Context: an optimization exercise on an open-source flow, tuned for small area. The choices shown serve that exercise and are no tape-out recipe.
RTL that was checked went through simulation tests only; none was proved equivalent to the original.
Function not checked in runs 1 to 3 and 7: the RTL went through the layout flow alone.
Power and IR drop assume default switching activity.

==> design.v <==
`default_nettype none
`default_nettype none
`default_nettype none
module rca #(parameter N = 8) (
    input  [N-1:0] a,
    input  [N-1:0] b,
    input          ci,
    output [N-1:0] s
);
    wire [N:0] c;
    assign c[0] = ci;
    genvar i;
    generate
        for (i = 0; i < N; i = i + 1) begin : bit_
            assign s[i]   = a[i] ^ b[i] ^ c[i];
            assign c[i+1] = (a[i] & b[i]) | (c[i] & (a[i] ^ b[i]));
        end
    endgenerate
endmodule
`default_nettype none
module tb_hw (
    input clk,
    input rst,
    output out_test,
    input uart_rx,
    output rpi_tx,
    input sck_in,
    input ws_in,
    input sd_in,
    output out_test2,
    output [7:0] led
);
    wire rstn = ~rst;
    reg uart_m, uart_s;
    reg sck_m, sck_s;
    reg ws_m, ws_s;
    reg sd_m, sd_s;
    always @(posedge clk) begin
        uart_m <= uart_rx & rstn;
        uart_s <= uart_m & rstn;
        sck_m  <= sck_in & rstn;
        sck_s  <= sck_m & rstn;
    end
    always @(posedge clk) begin
        ws_m <= ws_in; ws_s <= ws_m;
        sd_m <= sd_in; sd_s <= sd_m;
    end
    assign rpi_tx = uart_s;
    reg sck_d1, sck_d2;
    always @(posedge clk) begin
        sck_d1 <= sck_s & rstn;
        sck_d2 <= sck_d1 & rstn;
    end
    wire sck_p = sck_d1 & ~sck_d2;
    wire sck_n = ~sck_d1 & sck_d2;
    wire p_ld = sck_p & rstn;
    wire p_hd = ~sck_p & rstn;
    reg wsd, wsd1;
    always @(posedge clk) begin
        wsd  <= (ws_s & p_ld) | (wsd  & p_hd);
        wsd1 <= (wsd  & p_ld) | (wsd1 & p_hd);
    end
    wire wsp = wsd ^ wsd1;
    wire sample_clk = wsp & ~wsd;
    reg [3:0] counter;
    always @(posedge clk) begin
        if (rst) counter <= 4'd0;
        else if (sck_n) begin
            if (wsp) counter <= 4'd15;
            else if (counter != 4'd0) counter <= counter - 4'd1;
        end
    end
    reg [15:0] buffer;
    wire sd_r = sd_s & rstn;
    genvar gi;
    generate
        for (gi = 0; gi < 16; gi = gi + 1) begin : g_buf
            wire wr = rst | (sck_p & (counter == gi));
            always @(posedge clk) buffer[gi] <= wr ? sd_r : buffer[gi];
        end
    endgenerate
    reg [15:0] left_channel, right_channel;
    wire ld_l = sck_p & wsp & wsd;
    wire ld_r = sck_p & wsp & ~wsd;
    wire l_ld = ld_l & rstn, l_hd = ~ld_l & rstn;
    wire r_ld = ld_r & rstn, r_hd = ~ld_r & rstn;
    always @(posedge clk) begin
        left_channel  <= (buffer & {16{l_ld}}) | (left_channel  & {16{l_hd}});
        right_channel <= (buffer & {16{r_ld}}) | (right_channel & {16{r_hd}});
    end
    reg [16:0] dac_l, dac_r;
    wire [16:0] dac_l_nx, dac_r_nx;
    wire pos_l = ~dac_l[16];
    wire pos_r = ~dac_r[16];
    rca #(17) u_add_l (.a(dac_l), .b({pos_l, ~left_channel[15],  left_channel[14:0]}),  .ci(pos_l), .s(dac_l_nx));
    rca #(17) u_add_r (.a(dac_r), .b({pos_r, ~right_channel[15], right_channel[14:0]}), .ci(pos_r), .s(dac_r_nx));
    always @(posedge clk) begin
        dac_l <= dac_l_nx | {17{rst}};
        dac_r <= dac_r_nx | {17{rst}};
    end
    assign out_test  = pos_l;
    assign out_test2 = pos_r;
    reg [30:0] ema;
    wire [15:0] ema_hi = ema[30:15];
    wire [16:0] ema_d;
    wire [19:0] ema_d5;
    wire [15:0] ema_x  = right_channel & {16{sample_clk}};
    wire [15:0] ema_nh = ~(ema_hi & {16{sample_clk}});
    rca #(17) u_ema_sub (.a({ema_x[15], ema_x}), .b({ema_nh[15], ema_nh}), .ci(1'b1), .s(ema_d));
    wire [16:0] ema_dg = ema_d;
    rca #(18) u_ema_x5 (.a({{3{ema_dg[16]}}, ema_dg[16:2]}), .b({ema_dg[16], ema_dg}), .ci(1'b0), .s(ema_d5[19:2]));
    assign ema_d5[1:0] = ema_dg[1:0];
    wire [20:0] ema_lo_nx;
    rca #(21) u_ema_lo (.a({1'b0, ema[19:0]}), .b({1'b0, ema_d5}), .ci(1'b0), .s(ema_lo_nx));
    wire ema_inc = ema_lo_nx[20] & ~ema_d5[19];
    wire ema_dec = ~ema_lo_nx[20] & ema_d5[19];
    wire [10:0] ones, zeros;
    assign ones[0] = 1'b1;
    assign zeros[0] = 1'b1;
    generate
        for (gi = 1; gi < 11; gi = gi + 1) begin : g_pre
            assign ones[gi]  = ones[gi-1] & ema[19+gi];
            assign zeros[gi] = zeros[gi-1] & ~ema[19+gi];
        end
    endgenerate
    wire [10:0] ema_flip = ({11{ema_inc}} & ones) | ({11{ema_dec}} & zeros);
    wire [30:0] ema_nx = {ema[30:20] ^ ema_flip, ema_lo_nx[19:0]};
    always @(posedge clk) ema <= ema_nx & {31{rstn}};
    wire [14:0] mlo = ema_hi[14:0];
    wire neg = ema_hi[15];
    function automatic ge(input n, input [14:0] lo, input [15:0] t);
        ge = n ? (lo != 15'd0) && ({1'b0, lo} <= 16'd32768 - t) : ({1'b0, lo} >= t);
    endfunction
    wire [6:0] th = {ge(neg, mlo, 16'd29205), ge(neg, mlo, 16'd7336), ge(neg, mlo, 16'd1464),
                     ge(neg, mlo, 16'd368), ge(neg, mlo, 16'd93), ge(neg, mlo, 16'd19), ge(neg, mlo, 16'd5)};
    wire [2:0] lvl = {th[3], th[5] | (th[1] & ~th[3]), th[6] | (th[4] & ~th[5]) | (th[2] & ~th[3]) | (th[0] & ~th[1])};
    reg [2:0] lvl1, lvl2, lvl3;
    reg on;
    always @(posedge clk) begin
        lvl1 <= lvl & {3{rstn}};
        lvl2 <= lvl1 & {3{rstn}};
        lvl3 <= lvl2;
        on <= rstn;
    end
    wire [7:0] bar = {8{on}} & {lvl3 == 3'd7, lvl3 >= 3'd6, lvl3 >= 3'd5, lvl3 >= 3'd4,
                                lvl3 >= 3'd3, lvl3 >= 3'd2, lvl3 >= 3'd1, 1'b1};
    assign led = ~{bar[0], bar[1], bar[2], bar[3], bar[4], bar[5], bar[6], bar[7]};
endmodule
==> flow/run.sh <==
#!/bin/bash
# Standard ORFS layout with three changes: ports buffered with buf_1 cells,
# clock tree built from clkbuf_8 cells without dummy loads, and larger
# sink clusters.  Each tool's output is in orfs/logs; make's own output goes
# to flow_make.log.
set -euo pipefail
bash standard.sh \
  "BUFFER_PORTS_ARGS=-buffer_cell sky130_fd_sc_hd__buf_1" \
  "CTS_ARGS=-sink_clustering_enable -repair_clock_nets -dont_use_dummy_load -buf_list sky130_fd_sc_hd__clkbuf_8 -sink_clustering_size 20 -sink_clustering_max_diameter 60" \
  finish > flow_make.log 2>&1
==> standard.sh <==
#!/bin/bash
# synth_recipe.tcl (not shown) runs the flow's synth.tcl, then flattens the netlist and writes it again
# the make line also repeats each setting of config.mk as NAME=value (left out here)
make -C /OpenROAD-flow-scripts/flow DESIGN_CONFIG=/design/flow/config.mk WORK_HOME=/design/flow/orfs CLKGATE_MAP_FILE= SYNTH_SCRIPT=/design/flow/synth_recipe.tcl "${@:-finish}"
==> config.mk <==
export PLATFORM = sky130hd
export DESIGN_NAME = tb_hw
export DESIGN_NICKNAME = tb_hw
export VERILOG_FILES = /design/flow/design.v
export SDC_FILE = /design/flow/constraint.sdc
export NUM_CORES = 4
export LEC_CHECK = 0
export CAP_MARGIN = 20
export CORE_MARGIN = 2
export CORE_UTILIZATION = 40
export CTS_BUF_LIST = sky130_fd_sc_hd__clkbuf_8
export SLEW_MARGIN = 20
export SYNTH_MEMORY_MAX_BITS = 262144
==> constraint.sdc <==
create_clock -name core_clock -period 10.0 [get_ports {clk}]
set_input_delay 2.0000 -clock core_clock [delete_from_list [all_inputs] [get_ports {clk}]]
set_output_delay 2.0000 -clock core_clock [all_outputs]
set_load 0.01 [all_outputs]
==> results.txt, run 1 <==
dominant cells by area after synthesis dfxtp_1 35%, fa_1 23%, edfxtp_1 6.7%; Synth top area share 34.57%; die area 18890 um2; register bit total from synthesis roughly 140; PD cells 143.3 nW/um2; Global Route Usage Sum between 10% and 20%; ANT nets after route 0; WL/cell 15.38 um; Placer Congestion ~0.80; status complete, no violations; minimum clock period after layout 9647 ps; synth warn 1; Synth Area in Compound Gates 10.47%; EDFF count, synth 16; predominant post-synthesis flop cell dfxtp_1; Max Freq 0.1037 GHz; Die X between 100 and 150 um; Vias 4455; Cells after Synth 625; maximum vdd drop roughly 0.070 mV; mux contribution to synthesized area 0.2811%; fraction of layout cells with a size suffix above 1 22.70%; CP Buf/Inv Count 5; Sink Count 139; initial core utilization 41.03%; TritonCTS clock tree built; Simple-Gate Fraction of Synth Area 16.04%; Synth Area in Adders 25.16%; Worst-path clk slew 80 ps; Buffers on Ports 16; LEAKAGE 0.003002 uW; largest net degree at the start of global routing 85; clock latency on the worst-skew pair 440 ps; RR Endpoint ema[29]; slowest stage delay, CP 450 ps; Yosys top cell by area dfxtp_1; Max Clock Skew 26.78 ps; Hold Path Cell Cnt 0; Hold Buf Count CTS 0; Netlist Area Pre-Place 7122 um2; arrival time at the worst endpoint between 9000 and 10000 ps; Post-Syn Nets 725; total length of routed wires between 10 and 15 mm; Die Y 137.4 um; largest family of logic cells by synthesized area adder cells; initial DRC count 279; Hold Crit Class flip-flop to flip-flop; most common cell in the netlist dfxtp_1; Core ar. 17360 um2; Rows 48; ant diodes 0; Critical Path RT 10280 ps; hold path startpoint lvl2[0]; Final Cycle Share 96.47%; CP Class flip-flop to flip-flop; xor-xnor portion of the synthesized cell area around 1.5%; critical path's slowest cell fa_2; Longest Clk Path Bufs 2; Final Util a little under half; nets about 750; H-tree depth 4; post-synth cell types 61; CP endpoint kind flip-flop; HPWL Detailed 9.577 mm; sequential share of the synthesized area 41.32%; most frequent CP cell fa_2; DRC viols 0; worst slew pin tran 939.7 ps; R2R depth 35; vias in the first global route 4628; first-pass GRT wire length 23.22 mm; max_cap viols 0; antenna violations before repair 0; async set or reset register ratio after synthesis 0%; reg2reg start wsd; DR pass1 iterations 4; CP Max Fanout 6; final setup vio count 0; Crit path max-delay family adder cells; max-slew violation count 0; critical path launch point type flip-flop; routed vias/inst around 5.1; setup slack, reg-to-reg 350 ps; hold_ws 325.4 ps; Hold Path End lvl3[0]; Synth top cells by count 123 x dfxtp_1, 82 x fa_1, 43 x inv_1; Worst slew margin between 30% and 40%; Layout area overhead 10.58%; overflow left after global routing 0; Ports 17; post-synthesis average cell area 11.39 um2; TritonCTS Buffers 17; Fin. Hold Viols 0; clock root buffer clkbuf_8
worst max-delay path by stage:
stage / depth (start not counted) / from / slack, ps / end
5_1_grt: 35 / wsd / -20 / ema[25]
3_3_place_gp: 35 / wsd / -120 / ema[29]
6_report: 35 / wsd / 350 / ema[29]
2_1_floorplan: 36 / wsd / 10 / ema[29]
3_5_place_dp: 35 / wsd / -300 / ema[29]
4_1_cts: 35 / wsd / 20 / ema[29]
per-layer routing:
metal  vias to the layer above  wire (um)  part of all wire, %  GRT usage, %
met5                         -          0                    0             0
met2                        76       6231                   46         24.43
met3                        24        476                  3.5         3.385
li1                       2136          -                    -             -
met1                      2219       6447                   48         21.99
met4                         0        329                  2.4         6.987
logic make-up after synthesis:
group	after synthesis
flip-flops	139
multiplexers	2
buffers and inverters	79
adder cells (fa/ha/maj)	94
AND/OR/NAND/NOR	197
AO/OA/AOI/OAI	102
XOR/XNOR	12
layout make-up:
class / instances / area [um2]
repair buffers: 46 / 286.5
well taps: 225 / 281.5
multi-input cells: 407 / 3968
inverters: 43 / 161.4
flip-flops and latches: 139 / 2944
fillers: 1612 / 9482
clock buffers: 17 / 234.0
power by group:
part / internal [uW] / switching, uW / total [uW]
logic: 84.1 / 75.4 / 159
registers: 614 / 24.9 / 639
clock network: 149 / 181 / 330
worst register-to-register path: cells and delay by family (launching register included):
family / cells / cell delay, ps
multiplexers: 1 / 80
AND/OR/NAND/NOR: 4 / 670
buffers and inverters: 5 / 330
adder cells (fa/ha/maj): 24 / 7920
XOR/XNOR: 1 / 160
flip-flops: 1 / 330
per-stage QoR:
stage | instances | setup TNS, ps | setup slack, ps | cell area [um2] | power [uW]
2_1_floorplan | 625 | 0 | 10.44 | 7152 | 767.2
3_3_place_gp | 858 | -578.2 | -115.1 | 7495 | 802.7
3_5_place_dp | 858 | -1958 | -302.8 | 7498 | 812.8
4_1_cts | 876 | 0 | 15.36 | 7804 | 1150
5_1_grt | 877 | -23.75 | -17.07 | 7875 | 1202
6_report | 877 | 0 | 352.7 | 7875 | 1129
registers in the layout (all words and copies together), names as in the netlist, 3 cells and up:
register / flops
lvl3: 3
left_channel: 16
buffer: 16
counter: 4
dac_r: 17
ema: 31
dac_l: 17
right_channel: 16
lvl1: 3
lvl2: 3
layout by cell type (no fill, tap or decap), types with 3 or more instances in the layout:
master and count:
a211oi_1 4, a21oi_1 11, a22o_1 32, a31oi_1 4, and2_1 17, and4_1 3, buf_1 15, buf_4 30
clkbuf_8 17, dfxtp_1 122, edfxtp_1 16, fa_1 41, fa_2 41, ha_1 10, inv_1 39, inv_2 4
nand2_1 39, nand3_1 10, nand4_1 3, nor2_1 25, nor2b_1 31, nor3_1 10, nor4_2 3, o211ai_1 5
o21ai_0 19, o31ai_1 6, or2_2 32, xnor2_1 4, xor2_1 8
what timing repair did:
| item | CTS | global route |
|---|---|---|
| gates resized for setup | 21 | 24 |
| pin swaps | 6 | 3 |
| endpoints found under the setup margin | 10 | 10 |
| hold endpoints to repair | 0 | 0 |
| setup buffers | 1 | 1 |
==> run 2: changes to the inputs <==
--- a/config.mk
+++ b/config.mk
@@ -9,4 +9,4 @@
 export CORE_MARGIN = 2
-export CORE_UTILIZATION = 40
-export CTS_BUF_LIST = sky130_fd_sc_hd__clkbuf_8
+export CORE_UTILIZATION = 65
+export GPL_TIMING_DRIVEN = 1
 export SLEW_MARGIN = 20
==> results.txt, run 2 <==
Sequential Power Share 56.7% (about the same); DP Area 7340 um2 (-2.1%); fraction of layout cells with a size suffix above 1 21.48% (-1.2 points); switching power 281.9 uW (+0.39%); Sink Count 139 (unchanged); TritonCTS Buffers 17 (unchanged); clock latency on the worst-skew pair 440 ps (about the same); Reg with most FFs ema; async set or reset register ratio after synthesis 0% (unchanged); Placer Congestion 0.8708 (+8.8%); Worst slew margin 37.93% (+0.71 points); Ports 17 (unchanged); Netlist Area Pre-Place 7122 um2 (unchanged); register bit total from synthesis 139 (unchanged); Post-Syn Nets 725 (unchanged); Fin. Hold Viols 0 (unchanged); first-pass GRT wire length 23.15 mm (-0.30%); Global Route Usage Sum 26.03% (+10 points); Die X 108.7 um (-21%); Vias 4521 (+1.5%); fillers 759 (-53%); ANT nets after route 0 (unchanged); minimum clock period after layout 9739 ps (+92.16 ps); Core ar. 10750 um2 (-38%); EDFF count, synth 16 (unchanged); Buffers on Ports 16 (unchanged); Longest Clk Path Bufs 2 (unchanged); largest net degree at the start of global routing 85 (unchanged); most common cell in the netlist dfxtp_1; critical path launch point type flip-flop; final setup vio count 0 (unchanged); overflow left after global routing 0 (unchanged); worst slew pin tran 929.2 ps (-10.56 ps); synth warn 1 (unchanged); maximum vdd drop 0.1294 mV (+84%); setup slack after placement -356.5 ps (-53.72 ps); post-synthesis average cell area 11.39 um2 (unchanged); Combinational Power Share 14.6% (+0.5 points); Pint 850.1 uW (+0.26%); sequential share of the synthesized area 41.32% (unchanged); slowest stage delay, CP 440 ps (about the same); H-tree depth 4 (unchanged); Synth top area share 34.57% (unchanged); Layout area overhead 8.380%; Synth top cells by count 123 x dfxtp_1, 82 x fa_1, 43 x inv_1; hold_ws 311.3 ps (-14.09 ps); PD cells 146.7 nW/um2 (+2.3%); leading registers by flop count ema x31, dac_l x17, dac_r x17; leading cell type in the layout, fill and taps excluded dfxtp_1; DRC viols 0 (unchanged); initial core utilization 66.28% (+25 points); die area 11810 um2 (-37%); dominant cells by area after synthesis dfxtp_1 35%, fa_1 23%, edfxtp_1 6.7%; nets 749 (-0.66%); most frequent CP cell fa_2; sw frac 24.90% (about the same); arrival time at the worst endpoint 10020 ps (+90 ps); critical path's slowest cell fa_1; antenna violations before repair 0 (unchanged); Final Cycle Share 97.39% (+0.92 points); CP Class flip-flop to flip-flop; LEAKAGE 0.002982 uW (-0.67%); initial DRC count 309 (+11%); Max Freq 0.1027 GHz (-0.95%); number of flip-flops in the largest register 31 (unchanged); most frequent cells in the layout 121 x dfxtp_1, 42 x fa_1, 41 x inv_1, 40 x fa_2, 39 x nand2_1; Final WS setup 260.6 ps (-92.16 ps); Critical Path RT 10290 ps (about the same); Max Clock Skew 21.99 ps (-4.782 ps); setup tns final 0 ps (unchanged); Cells after Synth 625 (unchanged); final instance area 7719 um2 (-2.0%); Worst-path clk slew 70 ps (about the same); CP endpoint kind flip-flop; vias in the first global route 4758 (+2.8%); predominant post-synthesis flop cell dfxtp_1; Clock power frac 28.7% (-0.5 points); total length of routed wires 13.87 mm (+2.8%); CP Max Fanout 4 (-2); routed vias/inst 5.745 (+13%); TritonCTS clock tree built; post-synth cell types 61 (unchanged); HPWL Detailed 9.551 mm (-0.27%); ant diodes 0 (unchanged); max_cap viols 0 (unchanged); DR pass1 iterations 5 (+1); max-slew violation count 0 (unchanged); WL/cell 17.62 um (+15%); status complete, no violations; Final Util 71.83% (+26 points); Yosys top cell by area dfxtp_1; Die Y 108.7 um (-21%); Rows 38 (-21%); clock root buffer clkbuf_8; Hold Buf Count CTS 0 (unchanged); Hold Crit Class flip-flop to flip-flop
run 2: cell counts after synthesis:
Identical to the previous run, type by type.
run 2: critical path, delay by kind of cell, from the launching register on:
| kind | cells | cell delay [ps] |
|---|---|---|
| xor gates and xnor gates | 1 | 170 |
| DFF | 1 | 320 |
| and+or+nand+nor | 4 | 640 |
| adders and majority gates | 24 | 7980 |
| buffers and inverters | 5 | 360 |
| muxes | 1 | 100 |
run 2: cells by family after synthesis:
logic type	synth area share (%)
flip-flops	41.32
AND/OR/NAND/NOR	16.04
multiplexers	0.2811
buffers and inverters	5.253
XOR/XNOR	1.476
AO/OA/AOI/OAI	10.47
adder cells (fa/ha/maj)	25.16
run 2: stage by stage:
step / instances / power (uW)
detailed placement: 766 / 817.8
global route: 787 / 1199
floorplan: 625 / 767.2
CTS: 785 / 1148
global placement: 766 / 799.2
finish: 787 / 1132
run 2: path summary, 6_finish.rpt:
check | end | slack, ps | start | cells past startpoint
worst max register to register | ema[29] | 260 | wsd | 35
worst min register to register | lvl3[2] | 310 | lvl2[2] | 0
worst max-delay path | ema[29] | 260 | wsd | 35
worst min-delay path | lvl3[2] | 310 | lvl2[2] | 0
run 2: per-layer routing:
layer	routed length (um)	share of wire, %	global-route usage [%]	up-vias
met5	0	0	0	-
met2	6879	50	41.38	102
met3	573	4.1	6.216	13
met4	140	1.0	8.883	0
met1	6272	45	35.43	2274
li1	-	-	-	2132
run 2: what timing repair did:
item,4_1_cts,5_1_grt
gates resized for setup,23,18
setup buffers,2,2
endpoints found under the setup margin,10,9
pin swaps,6,7
run 2: area by class of cell:
class / count / area, um2 / share of cell area, %
flip-flops and latches: 139 / 2945 / 38.16
well taps: 140 / 175.2 / 2.269
multi-input cells: 407 / 3954 / 51.22
inverters: 43 / 161.4 / 2.091
repair buffers: 41 / 249.0 / 3.226
clock buffers: 17 / 234.0 / 3.031
run 2: power by group through the flow:
stage               logic (uW)  registers (uW)  clock network, uW
floorplan                  121             647                  0
global placement           148             652                  0
detailed placement         165             653                  0
CTS                        169             643                335
global route               194             647                358
finish                     165             642                325
==> run 3: changes to the inputs <==
--- a/flow/run.sh
+++ b/flow/run.sh
@@ -8,3 +8,3 @@
   "BUFFER_PORTS_ARGS=-buffer_cell sky130_fd_sc_hd__buf_1" \
-  "CTS_ARGS=-sink_clustering_enable -repair_clock_nets -dont_use_dummy_load -buf_list sky130_fd_sc_hd__clkbuf_8 -sink_clustering_size 20 -sink_clustering_max_diameter 60" \
+  "CTS_ARGS=-sink_clustering_enable -repair_clock_nets -dont_use_dummy_load -buf_list sky130_fd_sc_hd__clkbuf_4 -sink_clustering_size 20 -sink_clustering_max_diameter 60" \
   finish > flow_make.log 2>&1
==> results.txt, run 3 <==
Critical Path RT 10390 ps (+100 ps); Simple-Gate Fraction of Synth Area 16.04% (unchanged); first-pass GRT wire length 22.83 mm (-1.4%); leading registers by flop count ema x31, dac_l x17, dac_r x17; Ports 17 (unchanged); Core ar. 10750 um2 (unchanged); clock root buffer clkbuf_4; setup slack after placement -356.5 ps (unchanged); xor-xnor portion of the synthesized cell area 1.476% (unchanged); PD cells 137.6 nW/um2 (-6.2%); Reg with most FFs ema; dominant cells by area after synthesis dfxtp_1 35%, fa_1 23%, edfxtp_1 6.7%; hold path startpoint lvl2[2]; CP Max Fanout 4 (unchanged); max-slew violation count 0 (unchanged); fraction of layout cells with a size suffix above 1 21.79% (+0.31 points); post-synthesis average cell area 11.39 um2 (unchanged); Clock power frac 23.1% (-5.6 points); Sink Count 139 (unchanged); slowest stage delay, CP 530 ps (+90 ps); Final Util 71.02% (-0.82 points); Hold Crit Class flip-flop to flip-flop; initial DRC count 348 (+13%); ant diodes 0 (unchanged); Vias 4558 (+0.82%); status complete, no violations; Buffers on Ports 16 (unchanged); CP endpoint kind flip-flop; Hold Buf Count CTS 0 (unchanged); Die Y 108.7 um (unchanged); reg2reg start wsd; Synth Area in Compound Gates 10.47% (unchanged); RR Endpoint ema[29]; Hold Path Cell Cnt 0 (unchanged); Worst slew margin 38.95% (+1.0 points); worst slew pin tran 913.9 ps (-15.24 ps); antenna violations before repair 0 (unchanged); switching power 271.6 uW (-3.7%); Synth Area in Adders 25.16% (unchanged); Layout area overhead 7.150%; Final Cycle Share 96.99% (-0.40 points); arrival time at the worst endpoint 10080 ps (+60 ps); R2R depth 35 (unchanged); most frequent cells in the layout 121 x dfxtp_1, 42 x fa_1, 41 x inv_1, 40 x fa_2, 39 x nand2_1; total length of routed wires 13.76 mm (-0.76%); most common cell in the netlist dfxtp_1; Synth top cells by count 123 x dfxtp_1, 82 x fa_1, 43 x inv_1; Post-Syn Nets 725 (unchanged); DR pass1 iterations 5 (unchanged); most frequent CP cell fa_2; CP Class flip-flop to flip-flop; fillers 777 (+2.4%); largest net degree at the start of global routing 85 (unchanged); nets 749 (unchanged); critical path's slowest cell fa_2; Max Freq 0.1031 GHz (+0.41%); Synth top area share 34.57% (unchanged); critical path launch point type flip-flop; H-tree depth 4 (unchanged); leading cell type in the layout, fill and taps excluded dfxtp_1; Yosys top cell by area dfxtp_1; Global Route Usage Sum 25.75% (-0.29 points); register bit total from synthesis 139 (unchanged); Placer Congestion 0.8708 (unchanged); Fin. Hold Viols 0 (unchanged); post-synth cell types 61 (unchanged); initial core utilization 66.28% (unchanged); ANT nets after route 0 (unchanged); WL/cell 17.48 um (-0.76%); sequential share of the synthesized area 41.32% (unchanged); minimum clock period after layout 9699 ps (-40.06 ps); maximum vdd drop 0.1189 mV (-8.1%); Pint 778.1 uW (-8.5%); LEAKAGE 0.002940 uW (-1.4%); synth warn 1 (unchanged); vias in the first global route 4719 (-0.82%); max_cap viols 0 (unchanged); Combinational Power Share 15.9% (+1.3 points); Worst-path clk slew 100 ps (+30 ps); Die X 108.7 um (unchanged); EDFF count, synth 16 (unchanged); HPWL Detailed 9.551 mm (unchanged); die area 11810 um2 (unchanged); Rows 38 (unchanged); Longest Clk Path Bufs 2 (unchanged); largest family of logic cells by synthesized area adder cells; Sequential Power Share 61.0% (+4.3 points); final setup vio count 0 (unchanged); Cells after Synth 625 (unchanged); DRC viols 0 (unchanged); Final WS setup 300.6 ps (+40.06 ps); number of flip-flops in the largest register 31 (unchanged); Hold Path End lvl3[2]; async set or reset register ratio after synthesis 0% (unchanged); predominant post-synthesis flop cell dfxtp_1; setup slack, reg-to-reg 300 ps (+40 ps); clock latency on the worst-skew pair 550 ps (+110 ps); TritonCTS clock tree built; Netlist Area Pre-Place 7122 um2 (unchanged); Max Clock Skew 37.79 ps (+15.80 ps); overflow left after global routing 0 (unchanged); sw frac 25.88% (+0.97 points); routed vias/inst 5.792 (+0.82%); mux contribution to synthesized area 0.2811% (unchanged); TritonCTS Buffers 17 (unchanged); Pwr Total 1050 uW (-7.3%)
## run 3: cell count changes in the layout (fill, tap and decap cells not counted)
cell	before	now
nand3_2	0	1
clkbuf_8	17	0
nand3_1	11	10
ha_2	2	1
a21boi_0	1	0
ha_4	1	2
clkbuf_4	0	17
a21boi_2	0	1
## run 3: power groups by stage
| stage | Clock, uW | Combinational, uW | Sequential [uW] |
|---|---|---|---|
| final | 243 | 167 | 640 |
| after global routing | 275 | 196 | 647 |
| after CTS | 250 | 168 | 642 |
| after detailed placement | 0 | 165 | 653 |
| after global placement | 0 | 148 | 652 |
| after floorplan | 0 | 121 | 647 |
## run 3: per-layer routing
layer | part of all wire (%) | global-route usage [%] | vias to the layer above | wire length, um
met5 | 0 | 0 | - | 0
met1 | 45 | 35.27 | 2270 | 6172
met3 | 4.9 | 6.455 | 26 | 670
met4 | 1.9 | 9.982 | 0 | 268
li1 | - | - | 2139 | -
met2 | 48 | 39.87 | 123 | 6649
## run 3: metrics by stage
stage | cell area [um2] | instances | hold WS, ps | setup TNS [ps]
5_1_grt | 7631 | 787 | 304.1 | -97.17
6_report | 7631 | 787 | 308.2 | 0
3_3_place_gp | 7336 | 766 | 312.2 | -387.1
4_1_cts | 7547 | 785 | 312.4 | 0
3_5_place_dp | 7340 | 766 | 312.1 | -2428
2_1_floorplan | 7152 | 625 | 309.6 | 0
## run 3: what timing repair did
action | 4_1_cts | 5_1_grt
hold endpoints to repair | 0 | 0
endpoints found under the setup margin | 10 | 9
pin swaps | 5 | 6
gates resized for setup | 20 | 25
setup buffers | 2 | 2
## run 3: how the worst max path moves through the flow
stage               start      end  slack (ps)  depth (start not counted)
global route          wsd  ema[29]         -60                         35
CTS                   wsd  ema[30]           4                         35
detailed placement    wsd  ema[25]        -360                         35
finish                wsd  ema[29]         300                         35
floorplan             wsd  ema[29]          10                         36
global placement      wsd  ema[29]         -80                         35
## run 3: cells by family after synthesis
logic type	count (synthesis)
and+or+nand+nor	197
DFF	139
AOI/OAI and AO/OA	102
adders and majority gates	94
buffers and inverters	79
xor gates and xnor gates	12
muxes	2
## run 3: layout make-up
type                            count  area, um2  area share (%)
Clock buffer                       17      127.6           1.672
Tap cell                          140      175.2           2.295
Timing Repair Buffer               41      249.0           3.263
Sequential cell                   139       2945           38.60
Inverter                           43      161.4           2.115
Multi-Input combinational cell    407       3973           52.06
## run 3: critical path, delay by kind of cell, from the launching register on
family                   cells  cell delay [ps]
adder cells (fa/ha/maj)     24             7930
AND/OR/NAND/NOR              4              700
flip-flops                   1              330
buffers and inverters        5              310
XOR/XNOR                     1              170
multiplexers                 1              100
==> run 4: changes to the inputs <==
--- a/design.v
+++ b/design.v
@@ -105,3 +105,2 @@
     wire [16:0] ema_d;
-    wire [19:0] ema_d5;
     wire [15:0] ema_x  = right_channel & {16{sample_clk}};
@@ -109,9 +108,18 @@
     rca #(17) u_ema_sub (.a({ema_x[15], ema_x}), .b({ema_nh[15], ema_nh}), .ci(1'b1), .s(ema_d));
-    wire [16:0] ema_dg = ema_d;
-    rca #(18) u_ema_x5 (.a({{3{ema_dg[16]}}, ema_dg[16:2]}), .b({ema_dg[16], ema_dg}), .ci(1'b0), .s(ema_d5[19:2]));
-    assign ema_d5[1:0] = ema_dg[1:0];
+    wire s = ema_d[16];
+    wire [19:0] dx  = {{3{s}}, ema_d};              
+    wire [19:0] d4x = {s, ema_d[16:0], 2'b00};       
+    wire [19:0] cs_s;                                 
+    wire [20:0] cs_c;                                 
+    assign cs_c[0] = 1'b0;
+    generate
+        for (gi = 0; gi < 20; gi = gi + 1) begin : g_csa
+            assign cs_s[gi]   = ema[gi] ^ dx[gi] ^ d4x[gi];
+            assign cs_c[gi+1] = (ema[gi] & dx[gi]) | (ema[gi] & d4x[gi]) | (dx[gi] & d4x[gi]);
+        end
+    endgenerate
     wire [20:0] ema_lo_nx;
-    rca #(21) u_ema_lo (.a({1'b0, ema[19:0]}), .b({1'b0, ema_d5}), .ci(1'b0), .s(ema_lo_nx));
-    wire ema_inc = ema_lo_nx[20] & ~ema_d5[19];
-    wire ema_dec = ~ema_lo_nx[20] & ema_d5[19];
+    rca #(21) u_ema_lo (.a({1'b0, cs_s}), .b({1'b0, cs_c[19:0]}), .ci(1'b0), .s(ema_lo_nx));
+    wire ema_inc = ema_lo_nx[20] & ~s;
+    wire ema_dec = ~ema_lo_nx[20] & s;
     wire [10:0] ones, zeros;
--- a/config.mk
+++ b/config.mk
@@ -10,3 +10,2 @@
 export CORE_UTILIZATION = 65
-export GPL_TIMING_DRIVEN = 1
 export SLEW_MARGIN = 20
==> results.txt, run 4 <==
status complete, no violations; register area 2944 um2 (about the same); Max Clock Skew 33.96 ps (-3.834 ps); RSZ-0062 raised after global routing yes; Yosys top cell by area dfxtp_1; dominant cells by area after synthesis dfxtp_1 35%, fa_1 19%, edfxtp_1 6.8%; setup tns final 0 ps (unchanged); Core ar. 10750 um2 (unchanged); Final WS setup 287.0 ps (-13.61 ps); critical path's slowest cell fa_2; TritonCTS Buffers 17 (unchanged); Global Route Usage Sum 25.23% (-0.51 points); CP Max Fanout 14 (+10); WL/cell 16.83 um (-3.7%); Sequential Power Share 61.4% (+0.4 points); Layout area overhead 6.368%; overflow left after global routing 0 (unchanged); Worst-path clk slew 90 ps (about the same); fraction of layout cells with a size suffix above 1 15.86% (-5.9 points); vias in the first global route 4675 (-0.93%); arrival time at the worst endpoint 10070 ps (about the same); slowest stage delay, CP 550 ps (+20 ps); setup slack after placement -263.5 ps (+92.98 ps); ant diodes 0 (unchanged); Combinational Power Share 15.2% (-0.7 points); Hold Path Cell Cnt 0 (unchanged); Hold Buf Count CTS 0 (unchanged); Vias 4623 (+1.4%); predominant post-synthesis flop cell dfxtp_1; Max Freq 0.1030 GHz (-0.14%); critical path launch point type flip-flop; nets 749 (unchanged); leading registers by flop count ema x31, dac_l x17, dac_r x17; largest net degree at the start of global routing 86 (+1.2%); worst slew pin tran 945.9 ps (+31.94 ps); ANT nets after route 0 (unchanged); TritonCTS clock tree built; sequential share of the synthesized area 41.49% (+0.17 points); Final Util 70.21% (-0.80 points); Synth top cells by count 123 x dfxtp_1, 66 x fa_1, 42 x nand2_1; Crit path max-delay family adder cells; register bit total from synthesis 139 (unchanged); Clock power frac 23.4% (+0.3 points); CP Class flip-flop to flip-flop; Buffers on Ports 16 (unchanged); most frequent CP cell fa_2; Placer Congestion 0.9031 (+3.7%); initial DRC count 293 (-16%); initial core utilization 66.01% (-0.27 points); H-tree depth 4 (unchanged); CP endpoint kind flip-flop; Post-Syn Nets 734 (+1.2%); PD cells 137.9 nW/um2 (+0.24%); antenna violations before repair 0 (unchanged); fillers 844 (+8.6%); WP depth 35 (unchanged); routed vias/inst 5.764 (-0.47%); clock root buffer clkbuf_4; async set or reset register ratio after synthesis 0% (unchanged); Reg with most FFs ema; Final Cycle Share 97.13% (+0.14 points); HPWL Detailed 9.693 mm (+1.5%); Finished Layout Cells 802 (+1.9%); total length of routed wires 13.50 mm (-1.9%); Longest Clk Path Bufs 2 (unchanged); DR pass1 iterations 6 (+1); area of the multi-input gates 3980 um2 (+0.19%); Critical Path RT 10360 ps (-30 ps); Sink Count 139 (unchanged); LEAKAGE 0.002857 uW (-2.8%); EDFF count, synth 16 (unchanged); Die Y 108.5 um (-0.20%); Worst slew margin 36.81% (-2.1 points); Hold Crit Class flip-flop to flip-flop; max-slew violation count 0 (unchanged); DRC viols 0 (unchanged); sw frac 25.51% (-0.37 points); Pwr Total 1040 uW (-0.89%); Pint 774.9 uW (-0.41%); Ports 17 (unchanged); minimum clock period after layout 9713 ps (+13.61 ps); Die X 108.5 um (-0.20%); max_cap viols 0 (unchanged); maximum vdd drop 0.1244 mV (+4.6%); placed cells 783 (+2.2%); clock latency on the worst-skew pair 530 ps (-20 ps); Rows 38 (unchanged); Fin. Hold Viols 0 (unchanged); CP Buf/Inv Count 6 (+1); most common cell in the netlist dfxtp_1; post-synth cell types 59 (-3.3%); Netlist Area Pre-Place 7093 um2 (-0.40%); final setup vio count 0 (unchanged); leading cell type in the layout, fill and taps excluded dfxtp_1; most frequent cells in the layout 122 x dfxtp_1, 43 x fa_1, 42 x nand2_1, 36 x xnor2_1, 34 x or2_2; first-pass GRT wire length 22.83 mm (unchanged); synth warn 1 (unchanged); die area 11760 um2 (-0.40%); Synth top area share 34.72% (+0.14 points); Cells after Synth 649 (+3.8%); R2R depth 35 (unchanged); switching power 265.4 uW (-2.3%); post-synthesis average cell area 10.93 um2 (-4.1%); number of flip-flops in the largest register 31 (unchanged)
==> run 4: changes by cell type after synthesis, sizes merged, moves of 4 or more <==
cell / change
xnor2: +32
inv: -18
fa: -16
maj3: +13
clkbuf: +9
nor3: -6
buf: -5
nand2b: +4
o21ai: +4
==> run 4: cells by family after synthesis <==
kind of cell / Yosys count / synth area share (%)
and+or+nand+nor: 201 / 15.61
DFF: 139 / 41.49
buffers and inverters: 65 / 3.722
muxes: 1 / 0.1411
xor gates and xnor gates: 43 / 5.310
AOI/OAI and AO/OA: 108 / 10.97
adders and majority gates: 92 / 22.76
==> run 4: area by class of cell <==
cell class                      count  share of cell area [%]
Multi-Input combinational cell    445                   52.75
Sequential cell                   139                   39.02
Timing Repair Buffer               36                   2.968
Tap cell                          140                   2.322
Clock buffer                       17                   1.692
Inverter                           25                   1.244
==> run 4: power groups by stage <==
stage          Sequential (uW)  Clock, uW  Combinational, uW
2_1_floorplan              647          0                120
3_3_place_gp               652          0                146
3_5_place_dp               653          0                158
4_1_cts                    640        253                163
5_1_grt                    645        275                189
6_report                   639        244                158
==> run 4: worst paths after layout <==
kind           start      end  slack, ps
min          lvl2[2]  lvl3[2]        320
min reg2reg  lvl2[2]  lvl3[2]        320
max reg2reg      wsd  ema[23]        290
max              wsd  ema[23]        290
==> run 4: through the flow <==
stage / instance area, um2 / hold slack (ps)
5_1_grt: 7545 / 334.2
3_5_place_dp: 7338 / 318.7
2_1_floorplan: 7126 / 309.6
6_report: 7545 / 316.5
3_3_place_gp: 7338 / 311.6
4_1_cts: 7506 / 319.0
==> run 4: per-layer routing <==
layer	part of all wire [%]	global-route usage (%)	up-vias
li1	-	-	2219
met1	46	34.43	2273
met2	49	39.96	115
met3	4.5	6.691	16
met4	1.0	7.143	0
met5	0	0	-
==> run 4: what timing repair did <==
item / 4_1_cts / 5_1_grt
pin swaps: 1 / 1
gates resized for setup: 10 / 9
buffers inserted: 2 / 0
endpoints found under the setup margin: 9 / 11
==> run 5: changes to the inputs <==
--- a/config.mk
+++ b/config.mk
@@ -9,3 +9,4 @@
 export CORE_MARGIN = 2
-export CORE_UTILIZATION = 65
+export CORE_UTILIZATION = 45
+export PLACE_DENSITY = 0.9
 export SLEW_MARGIN = 20
==> results.txt, run 5 <==
status complete, no violations; overflow left after global routing 0 (unchanged); CP Max Fanout 8 (-6); R2R depth 33 (-5.7%); crit path from wsd; met3 GRT Util 4.377% (-2.3 points); Layout area overhead 7.391%; CP Class flip-flop to flip-flop; EDFF count, synth 16 (unchanged); Hold Crit Class flip-flop to flip-flop; CP endpoint ema[23]; Synth Area in Compound Gates 10.97% (unchanged); WP depth 33 (-5.7%); async set or reset register ratio after synthesis 0% (unchanged); predominant post-synthesis flop cell dfxtp_1; Placer Congestion 0.9096 (+0.72%); Max Clock Skew 36.43 ps (+2.478 ps); largest family of logic cells by synthesized area adder cells; Post-Syn Nets 734 (unchanged); RSZ-0062 raised after global routing no; DRC viols 0 (unchanged); Synth top cells by count 123 x dfxtp_1, 66 x fa_1, 42 x nand2_1; xor-xnor portion of the synthesized cell area 5.310% (unchanged); Netlist Area Pre-Place 7093 um2 (unchanged); HPWL Detailed 9.189 mm (-5.2%); leading cell type in the layout, fill and taps excluded dfxtp_1; RR Endpoint ema[23]; most common cell in the netlist dfxtp_1; grt peak-use layer met2; fraction of layout cells with a size suffix above 1 15.86% (unchanged); post-synth cell types 59 (unchanged); critical path launch point type flip-flop; most frequent CP cell fa_2; clock root buffer clkbuf_4; M2 GR Usage 26.47% (-13 points); Ports 17 (unchanged); die area 16780 um2 (+43%); antenna violations before repair 1 (+1); Cells after Synth 649 (unchanged); area of the multi-input gates 3974 um2 (-0.16%); Crit path max-delay family adder cells; max-slew violation count 0 (unchanged); minimum clock period after layout 9666 ps (-46.85 ps); Buffers on Ports 16 (unchanged); TritonCTS Buffers 17 (unchanged); Core ar. 15310 um2 (+43%); grt met1 use 22.14% (-12 points); Simple-Gate Fraction of Synth Area 15.61% (unchanged); TritonCTS clock tree built; Max Freq 0.1035 GHz (+0.48%); setup slack, reg-to-reg 330 ps (+50 ps); Yosys top cell by area dfxtp_1; CP endpoint kind flip-flop; leading registers by flop count ema x31, dac_l x17, dac_r x17; Global Route Usage Sum 16.80% (-8.4 points); Final WS setup 333.9 ps (+46.85 ps); final setup vio count 0 (unchanged); Final Cycle Share 96.66% (-0.47 points); H-tree depth 4 (unchanged); total length of routed wires 13.13 mm (-2.7%); number of flip-flops in the largest register 31 (unchanged); LEAKAGE 0.002851 uW (-0.21%); routed vias/inst 5.450 (-5.5%); initial DRC count 323 (+10%); arrival time at the worst endpoint 10060 ps (about the same); Vias 4763 (+3.0%); vias in the first global route 4529 (-3.1%); Reg with most FFs ema; Fin. Hold Viols 0 (unchanged); Longest Clk Path Bufs 2 (unchanged); setup tns final 0 ps (unchanged); post-synthesis average cell area 10.93 um2 (unchanged); setup slack after placement -215.4 ps (+48.14 ps); fillers 1344 (+59%); clock latency on the worst-skew pair 540 ps (about the same); maximum vdd drop 0.08840 mV (-29%); mux contribution to synthesized area 0.1411% (unchanged); ANT nets after route 0 (unchanged); Synth Area in Adders 22.76% (unchanged); Sink Count 139 (unchanged); WL/cell 15.02 um (-11%); first-pass GRT wire length 21.89 mm (-4.1%); largest net degree at the start of global routing 86 (unchanged); Worst-path clk slew 90 ps (about the same); most frequent cells in the layout 122 x dfxtp_1, 44 x fa_1, 42 x nand2_1, 36 x xnor2_1, 34 x or2_2; CP Buf/Inv Count 5 (-1); Synth top area share 34.72% (unchanged); register bit total from synthesis 139 (unchanged); Worst slew margin 35.24% (-1.6 points); Die Y 129.6 um (+19%); DR pass1 iterations 5 (-1); dominant cells by area after synthesis dfxtp_1 35%, fa_1 19%, edfxtp_1 6.8%; sequential share of the synthesized area 41.49% (unchanged); reg2reg start wsd; initial core utilization 46.32% (-20 points); critical path's slowest cell fa_1; Critical Path RT 10400 ps (+40 ps); Rows 45 (+18%); register area 2944 um2 (unchanged); worst slew pin tran 969.5 ps (+23.58 ps); max_cap viols 0 (unchanged); nets 749 (unchanged); synth warn 1 (unchanged); PD cells 136.6 nW/um2 (-0.95%); Die X 129.6 um (+19%); slowest stage delay, CP 510 ps (-40 ps)
## run 5: cell count changes in the layout (fill, tap and decap cells not counted), sizes merged
cell   before  now
diode       0    1
## run 5: cells by family (layout without fill, tap and decap cells)
kind of cell,after synthesis,count (layout)
and+or+nand+nor,201,201
DFF,139,139
AOI/OAI and AO/OA,108,108
adders and majority gates,92,92
buffers and inverters,65,78
xor gates and xnor gates,43,43
muxes,1,1
other,0,1
## run 5: per-stage QoR
step	std cells	hold WS (ps)	power, uW	cell area, um2	utilization, %
after floorplan	649	309.6	766.6	7126	-
after CTS	872	330.6	1052	7574	49.45
after detailed placement	853	313.2	813.7	7411	48.39
after global routing	874	347.5	1112	7617	49.74
final	874	330.1	1040	7617	49.74
after global placement	853	310.5	797.2	7407	48.37
## run 5: timing repair
| item | in CTS | in global routing |
|---|---|---|
| setup buffers | 2 | 1 |
| endpoints found under the setup margin | 7 | 11 |
| hold buffers | 0 | 0 |
| pin swaps | 2 | 4 |
| hold endpoints to repair | 0 | 0 |
| gates resized for setup | 5 | 13 |
## run 5: where the power goes
part	leakage, uW	internal, uW	switching (uW)
clock network	0.0000782	77.4	159
registers	0.00116	614	26.5
logic	0.00161	85.9	77.3
## run 5: layout make-up
class,count,share of cell area (%)
antenna,1,0.03285
clock buffer,17,1.675
inverter,25,1.232
multi-input combinational,445,52.17
timing repair buffer,36,2.776
tap,211,3.466
sequential,139,38.65
## run 5: metal layers
layer	routed length (um)	part of all wire, %
met3	782	6.0
met5	0	0
met2	6393	49
met4	418	3.2
met1	5538	42
## run 5: worst min path at each step
stage	from	depth (start not counted)	endpoint	slack (ps)
floorplan	lvl2[0]	0	lvl3[0]	310
global placement	ws_m	0	ws_s	310
detailed placement	sd_m	0	sd_s	310
CTS	lvl2[2]	0	lvl3[2]	330
global route	lvl2[2]	0	lvl3[2]	350
finish	lvl2[2]	0	lvl3[2]	330
==> run 6: changes to the inputs <==
--- a/config.mk
+++ b/config.mk
@@ -9,4 +9,3 @@
 export CORE_MARGIN = 2
-export CORE_UTILIZATION = 45
-export PLACE_DENSITY = 0.9
+export CORE_UTILIZATION = 55
 export SLEW_MARGIN = 20
==> results.txt, run 6 <==
number of flip-flops in the largest register 31 (unchanged); nets 746 (-0.40%); Synth top area share 34.72% (unchanged); final setup vio count 0 (unchanged); post-synthesis average cell area 10.93 um2 (unchanged); sw frac 25.69% (+0.39 points); initial core utilization 56.21% (+9.9 points); Synth Area in Compound Gates 10.97% (unchanged); H-tree depth 4 (unchanged); Sink Count 139 (unchanged); leading registers by flop count ema x31, dac_l x17, dac_r x17; DRC viols 0 (unchanged); RSZ-0062 raised after global routing no; Pwr Total 1044 uW (+0.31%); max_cap viols 0 (unchanged); die area 13820 um2 (-18%); Max Clock Skew 32.66 ps (-3.769 ps); critical path's slowest cell fa_2; TritonCTS clock tree built; PD cells 138.2 nW/um2 (+1.2%); WL/cell 16.34 um (+8.8%); Die X 117.6 um (-9.3%); clock root buffer clkbuf_4; Max Freq 0.1032 GHz (-0.24%); Worst slew margin 34.20% (-1.0 points); dominant cells by area after synthesis dfxtp_1 35%, fa_1 19%, edfxtp_1 6.8%; post-synth cell types 59 (unchanged); switching power 268.2 uW (+1.9%); Final WS setup 310.6 ps (-23.25 ps); Rows 41 (-8.9%); final instance area 7551 um2 (-0.87%); sequential share of the synthesized area 41.49% (unchanged); CP Class flip-flop to flip-flop; leading cell type in the layout, fill and taps excluded dfxtp_1; most common cell in the netlist dfxtp_1; xor-xnor portion of the synthesized cell area 5.310% (unchanged); CP Max Fanout 6 (-2); largest family of logic cells by synthesized area adder cells; Longest Clk Path Bufs 2 (unchanged); setup tns final 0 ps (unchanged); Layout area overhead 6.456%; overflow left after global routing 0 (unchanged); initial DRC count 305 (-5.6%); critical path launch point type flip-flop; Worst-path clk slew 110 ps (+20 ps); Netlist Area Pre-Place 7093 um2 (unchanged); Yosys top cell by area dfxtp_1; mux contribution to synthesized area 0.1411% (unchanged); Global Route Usage Sum 21.15% (+4.4 points); maximum vdd drop 0.09815 mV (+11%); Synth Area in Adders 22.76% (unchanged); Final Cycle Share 96.89% (+0.23 points); status complete, no violations; Reg with most FFs ema; Synth top cells by count 123 x dfxtp_1, 66 x fa_1, 42 x nand2_1; Ports 17 (unchanged); setup slack after placement -186.6 ps (+28.77 ps); ANT nets after route 0 (unchanged); Combinational Power Share 15.1% (-0.6 points); hold_ws 333.1 ps (+3.044 ps); Post-Syn Nets 734 (unchanged); Hold Buf Count CTS 0 (unchanged); register bit total from synthesis 139 (unchanged); ant diodes 0 (-1); most frequent cells in the layout 121 x dfxtp_1, 42 x nand2_1, 40 x fa_1, 36 x xnor2_1, 34 x or2_2; DR pass1 iterations 4 (-1); predominant post-synthesis flop cell dfxtp_1; Crit path max-delay family adder cells; HPWL Detailed 9.623 mm (+4.7%); Die Y 117.6 um (-9.3%); Placer Congestion 0.8515 (-6.4%); slowest stage delay, CP 580 ps (+70 ps); CP endpoint kind flip-flop; antenna violations before repair 0 (-1); Sequential Power Share 61.3% (-0.2 points); TritonCTS Buffers 17 (unchanged); Simple-Gate Fraction of Synth Area 15.61% (unchanged); CP Buf/Inv Count 5 (unchanged); EDFF count, synth 16 (unchanged); vias in the first global route 4689 (+3.5%); routed vias/inst 5.489 (+0.71%); arrival time at the worst endpoint 10050 ps (about the same); synth warn 1 (unchanged); most frequent CP cell fa_2; Critical Path RT 10360 ps (-40 ps); Clock power frac 23.6% (+0.8 points); Core ar. 12620 um2 (-18%); worst slew pin tran 985.0 ps (+15.55 ps); async set or reset register ratio after synthesis 0% (unchanged); largest net degree at the start of global routing 86 (unchanged); DP Area 7336 um2 (-1.0%); Vias 4561 (-4.2%); Hold Crit Class flip-flop to flip-flop; Cells after Synth 649 (unchanged); fraction of layout cells with a size suffix above 1 16.24% (+0.38 points); total length of routed wires 13.58 mm (+3.4%); first-pass GRT wire length 23.34 mm (+6.7%); Fin. Hold Viols 0 (unchanged); minimum clock period after layout 9689 ps (+23.25 ps); LEAKAGE 0.002831 uW (-0.72%); Buffers on Ports 16 (unchanged); clock latency on the worst-skew pair 530 ps (about the same); max-slew violation count 0 (unchanged); Pint 775.5 uW (-0.22%)
## run 6: power by group through the flow
stage | sequential (uW) | combinational (uW) | clock (uW)
global route | 647 | 188 | 277
floorplan | 647 | 120 | 0
CTS | 641 | 164 | 256
detailed placement | 653 | 160 | 0
global placement | 652 | 148 | 0
finish | 640 | 158 | 246
## run 6: area by class of cell
class / count / area, um2
Clock buffer: 17 / 127.6
Fill cell: 1094 / 5069
Inverter: 25 / 93.84
Multi-Input combinational cell: 445 / 3980
Sequential cell: 139 / 2945
Tap cell: 172 / 215.2
Timing Repair Buffer: 33 / 188.9
## run 6: per-layer routing
metal	vias up	GRT usage (%)	share of wire [%]
li1	2207	-	-
met1	2248	29.50	48
met2	92	33.26	47
met3	14	4.990	4.1
met4	0	5.949	1.3
met5	-	0	0
## run 6: path summary, 6_finish.rpt
check	start	end	slack, ps	cells after the start
worst min register to register	lvl2[0]	lvl3[0]	330	0
worst max-delay path	wsd	ema[23]	310	34
worst min-delay path	lvl2[0]	lvl3[0]	330	0
worst max register to register	wsd	ema[23]	310	34
## run 6: what timing repair did
| item | 4_1_cts | 5_1_grt |
|---|---|---|
| setup buffers | 2 | 1 |
| endpoints found under the setup margin | 9 | 11 |
| pin swaps | 2 | 4 |
| gates resized for setup | 5 | 19 |
## run 6: worst register-to-register path: cells and delay by family, from the launching register on
family,cells,cell delay [ps]
fa+ha+maj,23,7960
buf+inv,5,310
compound gates,1,60
xor+xnor,1,160
simple gates,4,700
flops,1,340
## run 6: through the flow
stage,utilization [%],std cells
after CTS,59.42,830
after floorplan,-,649
final,59.84,831
after global routing,59.84,831
after detailed placement,58.13,811
after global placement,58.13,811
## run 6: kinds of logic after synthesis
kind of cell	count (synthesis)
compound gates	108
xor+xnor	43
fa+ha+maj	92
buf+inv	65
flops	139
mux	1
simple gates	201
==> run 7: changes to the inputs <==
--- a/design.v
+++ b/design.v
@@ -63,3 +63,3 @@
     wire wsp = wsd ^ wsd1;
-    wire sample_clk = wsp & ~wsd;
+    wire sample_clk = wsd1 & ~wsd;
     reg [3:0] counter;
@@ -82,4 +82,4 @@
     reg [15:0] left_channel, right_channel;
-    wire ld_l = sck_p & wsp & wsd;
-    wire ld_r = sck_p & wsp & ~wsd;
+    wire ld_l = sck_p & wsd & ~wsd1;
+    wire ld_r = sck_p & sample_clk;
     wire l_ld = ld_l & rstn, l_hd = ~ld_l & rstn;
==> results.txt, run 7 <==
ant diodes 0 (unchanged); R2R depth 34 (unchanged); max_cap viols 0 (unchanged); Hold Buf Count CTS 0 (unchanged); TritonCTS Buffers 17 (unchanged); minimum clock period after layout 9661 ps (-28.53 ps); fraction of layout cells with a size suffix above 1 17.16% (+0.92 points); arrival time at the worst endpoint 10050 ps (about the same); Die Y 118.2 um (+0.57%); post-synth cell types 63 (+6.8%); RR Endpoint ema[23]; DP Area 7452 um2 (+1.6%); setup slack, reg-to-reg 340 ps (+30 ps); Rows 41 (unchanged); Critical Path RT 10390 ps (+30 ps); most frequent cells in the layout 123 x dfxtp_1, 64 x nand2_1, 46 x fa_1, 33 x nor2b_1; final setup vio count 0 (unchanged); CP Class flip-flop to flip-flop; register bit total from synthesis 139 (unchanged); CP endpoint kind flip-flop; Hold Path End ws_s; fillers 1116 (+2.0%); initial core utilization 56.64% (+0.43 points); overflow left after global routing 0 (unchanged); CP Max Fanout 7 (+1); clock root buffer clkbuf_4; hold path startpoint ws_m; Vias 4578 (+0.37%); Longest Clk Path Bufs 2 (unchanged); Cells after Synth 660 (+1.7%); post-synthesis average cell area 10.87 um2 (-0.50%); maximum vdd drop 0.09419 mV (-4.0%); async set or reset register ratio after synthesis 0% (unchanged); setup tns final 0 ps (unchanged); reg2reg start wsd; Die X 118.2 um (+0.57%); Post-Syn Nets 745 (+1.5%); Max Clock Skew 28.00 ps (-4.665 ps); Yosys top cell by area dfxtp_1; Reg with most FFs ema; Hold Path Cell Cnt 0 (unchanged); LEAKAGE 0.002931 uW (+3.6%); PD cells 143.0 nW/um2 (+3.5%); most common cell in the netlist dfxtp_1; Placer Congestion 0.8595 (+0.94%); Netlist Area Pre-Place 7177 um2 (+1.2%); Sink Count 139 (unchanged); DRC viols 0 (unchanged); register area 2943 um2 (about the same); total length of routed wires 13.75 mm (+1.3%); status complete, no violations; Hold Crit Class flip-flop to flip-flop; critical path launch point type flip-flop; most frequent CP cell fa_2; Worst slew margin 36.24% (+2.0 points); Synth top cells by count 123 x dfxtp_1, 66 x fa_1, 65 x nand2_1; slowest stage delay, CP 550 ps (-30 ps); H-tree depth 4 (unchanged); Final Cycle Share 96.61% (-0.29 points); critical path's slowest cell fa_2; Layout area overhead 6.956%; Ports 17 (unchanged); predominant post-synthesis flop cell dfxtp_1; dominant cells by area after synthesis dfxtp_1 34%, fa_1 18%, edfxtp_1 6.7%; first-pass GRT wire length 23.36 mm (about the same); clock latency on the worst-skew pair 530 ps (about the same); vias in the first global route 4594 (-2.0%); initial DRC count 327 (+7.2%); max-slew violation count 0 (unchanged); EDFF count, synth 16 (unchanged); number of flip-flops in the largest register 31 (unchanged); Buffers on Ports 16 (unchanged); antenna violations before repair 0 (unchanged); ANT nets after route 0 (unchanged); Worst-path clk slew 100 ps (about the same); routed vias/inst 5.399 (-1.6%); WL/cell 16.21 um (-0.77%); largest net degree at the start of global routing 86 (unchanged); Synth top area share 34.31% (-0.41 points); die area 13980 um2 (+1.1%); Max Freq 0.1035 GHz (+0.30%); HPWL Detailed 9.664 mm (+0.42%); Final Util 60.58% (+0.75 points); Fin. Hold Viols 0 (unchanged); worst slew pin tran 954.4 ps (-30.60 ps); final instance area 7676 um2 (+1.7%); Pwr Total 1098 uW (+5.2%); leading cell type in the layout, fill and taps excluded dfxtp_1; area of the multi-input gates 4051 um2 (+1.8%); synth warn 1 (unchanged); Core ar. 12670 um2 (+0.41%); sequential share of the synthesized area 41.00% (-0.48 points); TritonCTS clock tree built; DR pass1 iterations 4 (unchanged); leading registers by flop count ema x31, dac_l x17, dac_r x17; nets 763 (+2.3%); Global Route Usage Sum 21.19% (+0.036 points)
==> run 7: changes by cell type after synthesis, sizes merged, moves of 4 or more <==
cell,change
and3,+4
xnor2,-5
o21ai,-13
xor2,+5
o31ai,-5
o21bai,+4
nand2,+22
nand2b,-5
nor2,+4
==> run 7: metrics by stage <==
| step | cells | worst slack [ps] | hold WS [ps] |
|---|---|---|---|
| after detailed placement | 827 | -116.5 | 313.5 |
| final | 848 | 339.2 | 337.2 |
| after CTS | 845 | 26.24 | 339.1 |
| after floorplan | 660 | 33.89 | 309.6 |
| after global routing | 848 | -7.089 | 347.0 |
| after global placement | 827 | 13.44 | 314.6 |
==> run 7: cell families (layout without fill, tap and decap cells) <==
family | Yosys count | in the layout | share of synthesized area, %
and+or+nand+nor | 226 | 226 | 17.29
muxes | 2 | 2 | 0.2790
adders and majority gates | 92 | 92 | 22.49
buffers and inverters | 67 | 83 | 3.870
DFF | 139 | 139 | 41.00
xor gates and xnor gates | 43 | 43 | 5.248
AOI/OAI and AO/OA | 91 | 91 | 9.816
==> run 7: final cells by class <==
type	instances	area share, %
inverter	26	1.271
multi-input combinational	454	52.78
sequential	139	38.34
timing repair buffer	40	3.146
clock buffer	17	1.663
tap	172	2.804
==> run 7: how the worst max path moves through the flow <==
stage / startpoint / endpoint / slack, ps / depth (start not counted)
floorplan: wsd / ema[23] / 30 / 36
global placement: wsd / ema[23] / 10 / 34
detailed placement: wsd / ema[23] / -120 / 34
CTS: wsd / ema[23] / 30 / 35
global route: wsd / ema[30] / -7 / 34
finish: wsd / ema[23] / 340 / 34
==> run 7: where the power goes <==
| part | switching, uW | internal (uW) |
|---|---|---|
| combinational | 86.9 | 101 |
| clock | 169 | 77.7 |
| sequential | 33.2 | 630 |
==> run 7: what timing repair did <==
item	CTS	global route
pin swaps	2	3
gates cloned	0	0
resized for setup	4	16
buffers inserted	1	3
endpoints found under the hold margin	0	0
setup endpoints to repair	8	11
==> run 7: layer usage <==
layer  wire length, um  vias to the layer above  track usage [%]  part of all wire, %
met5                 0                        -                0                    0
met4               162                        0            6.175                  1.2
met3               669                       16            5.792                  4.9
met2              6198                      109            31.58                   45
met1              6718                     2219            30.32                   49
li1                  -                     2234                -                    -
==> run 7: critical path: cells and delay by family (launching register included) <==
family	cells	cell delay, ps
xor gates and xnor gates	1	130
buffers and inverters	5	300
DFF	1	330
AOI/OAI and AO/OA	1	150
adders and majority gates	23	7990
and+or+nand+nor	4	600
==> run 8: changes to the inputs <==
--- a/design.v
+++ b/design.v
@@ -109,9 +109,9 @@
     wire s = ema_d[16];
-    wire [19:0] dx  = {{3{s}}, ema_d};              
-    wire [19:0] d4x = {s, ema_d[16:0], 2'b00};       
-    wire [19:0] cs_s;                                 
-    wire [20:0] cs_c;                                 
+    wire [18:0] dx  = {{2{s}}, ema_d};               
+    wire [18:0] d4x = {ema_d[16:0], 2'b00};          
+    wire [18:0] cs_s;                                 
+    wire [18:0] cs_c;                                 
     assign cs_c[0] = 1'b0;
     generate
-        for (gi = 0; gi < 20; gi = gi + 1) begin : g_csa
+        for (gi = 0; gi < 18; gi = gi + 1) begin : g_csa
             assign cs_s[gi]   = ema[gi] ^ dx[gi] ^ d4x[gi];
@@ -120,7 +120,8 @@
     endgenerate
-    wire [20:0] ema_lo_nx;
-    rca #(21) u_ema_lo (.a({1'b0, cs_s}), .b({1'b0, cs_c[19:0]}), .ci(1'b0), .s(ema_lo_nx));
-    wire ema_inc = ema_lo_nx[20] & ~s;
-    wire ema_dec = ~ema_lo_nx[20] & s;
-    wire [10:0] ones, zeros;
+    assign cs_s[18] = ema[18];
+    wire [19:0] ema_lo_nx;
+    rca #(20) u_ema_lo (.a({1'b0, cs_s}), .b({1'b0, cs_c}), .ci(1'b0), .s(ema_lo_nx));
+    wire ema_inc = ema_lo_nx[19] & ~s;
+    wire ema_dec = ~ema_lo_nx[19] & s;
+    wire [11:0] ones, zeros;
     assign ones[0] = 1'b1;
@@ -128,9 +129,9 @@
     generate
-        for (gi = 1; gi < 11; gi = gi + 1) begin : g_pre
-            assign ones[gi]  = ones[gi-1] & ema[19+gi];
-            assign zeros[gi] = zeros[gi-1] & ~ema[19+gi];
+        for (gi = 1; gi < 12; gi = gi + 1) begin : g_pre
+            assign ones[gi]  = ones[gi-1] & ema[18+gi];
+            assign zeros[gi] = zeros[gi-1] & ~ema[18+gi];
         end
     endgenerate
-    wire [10:0] ema_flip = ({11{ema_inc}} & ones) | ({11{ema_dec}} & zeros);
-    wire [30:0] ema_nx = {ema[30:20] ^ ema_flip, ema_lo_nx[19:0]};
+    wire [11:0] ema_flip = ({12{ema_inc}} & ones) | ({12{ema_dec}} & zeros);
+    wire [30:0] ema_nx = {ema[30:19] ^ ema_flip, ema_lo_nx[18:0]};
     always @(posedge clk) ema <= ema_nx & {31{rstn}};
--- a/config.mk
+++ b/config.mk
@@ -7,6 +7,6 @@
 export LEC_CHECK = 0
-export CAP_MARGIN = 20
+export CAP_MARGIN = 0
 export CORE_MARGIN = 2
 export CORE_UTILIZATION = 55
-export SLEW_MARGIN = 20
+export SLEW_MARGIN = 0
 export SYNTH_MEMORY_MAX_BITS = 262144
==> results.txt, run 8 <==
vias in the first global route 4651 (+1.2%); Longest Clk Path Bufs 2 (unchanged); Reg with most FFs ema; M2 GR Usage 34.95% (+3.4 points); WL/cell 16.55 um (+2.1%); Sequential Power Share 60.6% (about the same); DR pass1 iterations 5 (+1); RR Endpoint ema[29]; status complete, no violations; Netlist Area Pre-Place 7030 um2 (-2.0%); Hold Path Cell Cnt 0 (unchanged); Sink Count 139 (unchanged); Core ar. 12570 um2 (-0.81%); R2R depth 34 (unchanged); Synth top area share 35.02% (+0.71 points); H-tree depth 4 (unchanged); TritonCTS Buffers 17 (unchanged); Pint 808.1 uW (about the same); nets 749 (-1.8%); critical path launch point type flip-flop; post-synth cell types 50 (-21%); Rows 41 (unchanged); critical path's slowest cell fa_2; Vias 4582 (+0.087%); hold path startpoint lvl2[2]; mux contribution to synthesized area 0% (-0.28 points); overflow left after global routing 0 (unchanged); DRC viols 0 (unchanged); predominant post-synthesis flop cell dfxtp_1; Hold Path End lvl3[2]; routed vias/inst 5.481 (+1.5%); ant diodes 0 (unchanged); fillers 1070 (-4.1%); final setup vio count 0 (unchanged); max_cap viols 0 (unchanged); hold_ws 334.3 ps (-2.906 ps); post-synthesis average cell area 10.77 um2 (-0.99%); Pwr Total 1097 uW (about the same); fraction of layout cells with a size suffix above 1 15.66% (-1.5 points); register bit total from synthesis 139 (unchanged); worst slew pin tran 1166 ps (+211.9 ps); leading cell type in the layout, fill and taps excluded dfxtp_1; reg2reg start wsd; Max Clock Skew 41.32 ps (+13.32 ps); largest net degree at the start of global routing 83 (-3.5%); Die X 117.1 um (-0.99%); Worst-path clk slew 90 ps (about the same); die area 13700 um2 (-2.0%); leading registers by flop count ema x31, dac_l x17, dac_r x17; Post-CTS Setup Bufs 0 (-1); maximum vdd drop 0.09475 mV (+0.59%); dominant cells by area after synthesis dfxtp_1 35%, fa_1 19%, edfxtp_1 6.8%; EDFF count, synth 16 (unchanged); most common cell in the netlist dfxtp_1; most frequent CP cell fa_2; grt peak-use layer met2; setup slack, reg-to-reg 150 ps (-190 ps); largest family of logic cells by synthesized area adder cells; first-pass GRT wire length 22.56 mm (-3.4%); total length of routed wires 13.84 mm (+0.65%); initial core utilization 55.94% (-0.70 points); ANT nets after route 0 (unchanged); initial DRC count 346 (+5.8%); number of flip-flops in the largest register 31 (unchanged); final instance area 7537 um2 (-1.8%); xor-xnor portion of the synthesized cell area 5.108% (-0.14 points); PD cells 145.5 nW/um2 (+1.8%); most frequent cells in the layout 122 x dfxtp_1, 40 x fa_1, 38 x nand2_1, 36 x nor2_1, 34 x or2_2; synth warn 1 (unchanged); CP Max Fanout 13 (+6); minimum clock period after layout 9846 ps (+185.6 ps); TritonCTS clock tree built; LEAKAGE 0.002853 uW (-2.7%); Placer Congestion 0.8317 (-3.2%); Cells after Synth 653 (-1.1%); Fin. Hold Viols 0 (unchanged); Post-Syn Nets 736 (-1.2%); CP endpoint kind flip-flop; clock root buffer clkbuf_4; clock latency on the worst-skew pair 540 ps (about the same); sequential share of the synthesized area 41.86% (+0.85 points); switching power 288.8 uW (about the same); Simple-Gate Fraction of Synth Area 15.91% (-1.4 points); async set or reset register ratio after synthesis 0% (unchanged); Hold Buf Count CTS 0 (unchanged); DP Area 7360 um2 (-1.2%); sw frac 26.33% (about the same); Ports 17 (unchanged); Hold Crit Class flip-flop to flip-flop; Synth Area in Adders 22.50% (about the same); Yosys top cell by area dfxtp_1; Final Cycle Share 98.46% (+1.9 points); Layout area overhead 7.208%; Synth Area in Compound Gates 11.21% (+1.4 points); antenna violations before repair 0 (unchanged); met3 GRT Util 5.716% (-0.076 points); Die Y 117.1 um (-0.99%); HPWL Detailed 9.946 mm (+2.9%); RSZ-0062 raised after global routing yes; max-slew violation count 0 (unchanged); arrival time at the worst endpoint 10270 ps (+220 ps); Clock power frac 22.5% (about the same); slowest stage delay, CP 550 ps (about the same); Combinational Power Share 17.0% (about the same); Worst slew margin 22.25% (-14 points); Buffers on Ports 16 (unchanged); Global Route Usage Sum 21.83% (+0.65 points); Final Util 59.97% (-0.61 points); Synth top cells by count 123 x dfxtp_1, 65 x fa_1, 38 x nand2_1; grt met1 use 29.09% (-1.2 points); Max Freq 0.1016 GHz (-1.9%); CP Class flip-flop to flip-flop; Critical Path RT 10420 ps (+30 ps)
[run 8: timing repair]
item / CTS / global route
setup endpoints to repair: 1 / 6
resized for setup: 5 / 9
pin swaps: 0 / 1
[run 8: metal layers]
layer | routed length [um] | share of wire, % | vias up
li1 | - | - | 2221
met2 | 6458 | 47 | 100
met4 | 239 | 1.7 | 0
met1 | 6588 | 48 | 2240
met3 | 553 | 4.0 | 21
met5 | 0 | 0 | -
[run 8: worst max-delay path by stage]
stage	startpoint	end	slack, ps	cells after the start
2_1_floorplan	wsd	ema[29]	40	35
3_3_place_gp	wsd	ema[29]	60	34
3_5_place_dp	wsd	ema[29]	-50	34
4_1_cts	wsd	ema[29]	10	34
5_1_grt	wsd	ema[29]	-130	34
6_report	wsd	ema[29]	150	34
[run 8: critical path, delay by kind of cell, from the launching register on]
kind,cells,cell delay [ps]
AOI/OAI and AO/OA,1,290
xor gates and xnor gates,1,90
adders and majority gates,22,7600
buffers and inverters,5,340
DFF,1,350
and+or+nand+nor,5,1060
[run 8: cell type report]
class | count | area, um2 | share of cell area, %
clock buffer | 17 | 127.6 | 1.693
inverter | 24 | 90.09 | 1.195
multi-input combinational | 450 | 3951 | 52.42
sequential | 139 | 2944 | 39.06
tap | 172 | 215.2 | 2.855
timing repair buffer | 34 | 209.0 | 2.772
[run 8: metrics by stage]
stage | std cells | setup TNS (ps) | setup WS [ps]
after floorplan | 653 | 0 | 43.31
after global placement | 819 | 0 | 59.78
after detailed placement | 819 | -54.54 | -54.54
after CTS | 836 | 0 | 11.60
after global routing | 836 | -128.4 | -126.7
final | 836 | 0 | 153.6
[run 8: cell families after synthesis]
family | after synthesis
AOI/OAI and AO/OA | 111
xor gates and xnor gates | 41
adders and majority gates | 90
buffers and inverters | 64
DFF | 139
and+or+nand+nor | 208
[run 8: power by group through the flow]
stage | logic [uW] | clock network (uW) | registers (uW)
final | 186 | 246 | 665
after global routing | 224 | 279 | 673
after floorplan | 141 | 0 | 670
after global placement | 173 | 0 | 676
after CTS | 193 | 254 | 666
after detailed placement | 187 | 0 | 678

==> static timing again, ports no longer ideal <==
No port has a modelled driver above. Below, the same layouts with a new extraction and two added sets of constraints. Step 1 assumes that a clkbuf_16 drives the clock port and a buf_2 every other input. Step 2 also shifts input and output timing later by t, the mid clock arrival at the registers, as if the neighbouring blocks saw the same clock. Three values: no drivers, after step 1, after step 2; two values: the first two.
run	t, ns	setup slack, ns
run 1	0.467	0.353 / 0.353 / 0.353
run 2	0.465	0.261 / 0.261 / 0.261
run 3	0.564	0.301 / 0.301 / 0.301
run 4	0.545	0.287 / 0.287 / 0.287
run 5	0.564	0.334 / 0.334 / 0.334
run 6	0.550	0.311 / 0.311 / 0.311
run 7	0.555	0.339 / 0.339 / 0.339
run 8	0.555	0.154 / 0.154 / 0.154
After both steps every run listed still meets setup and hold.
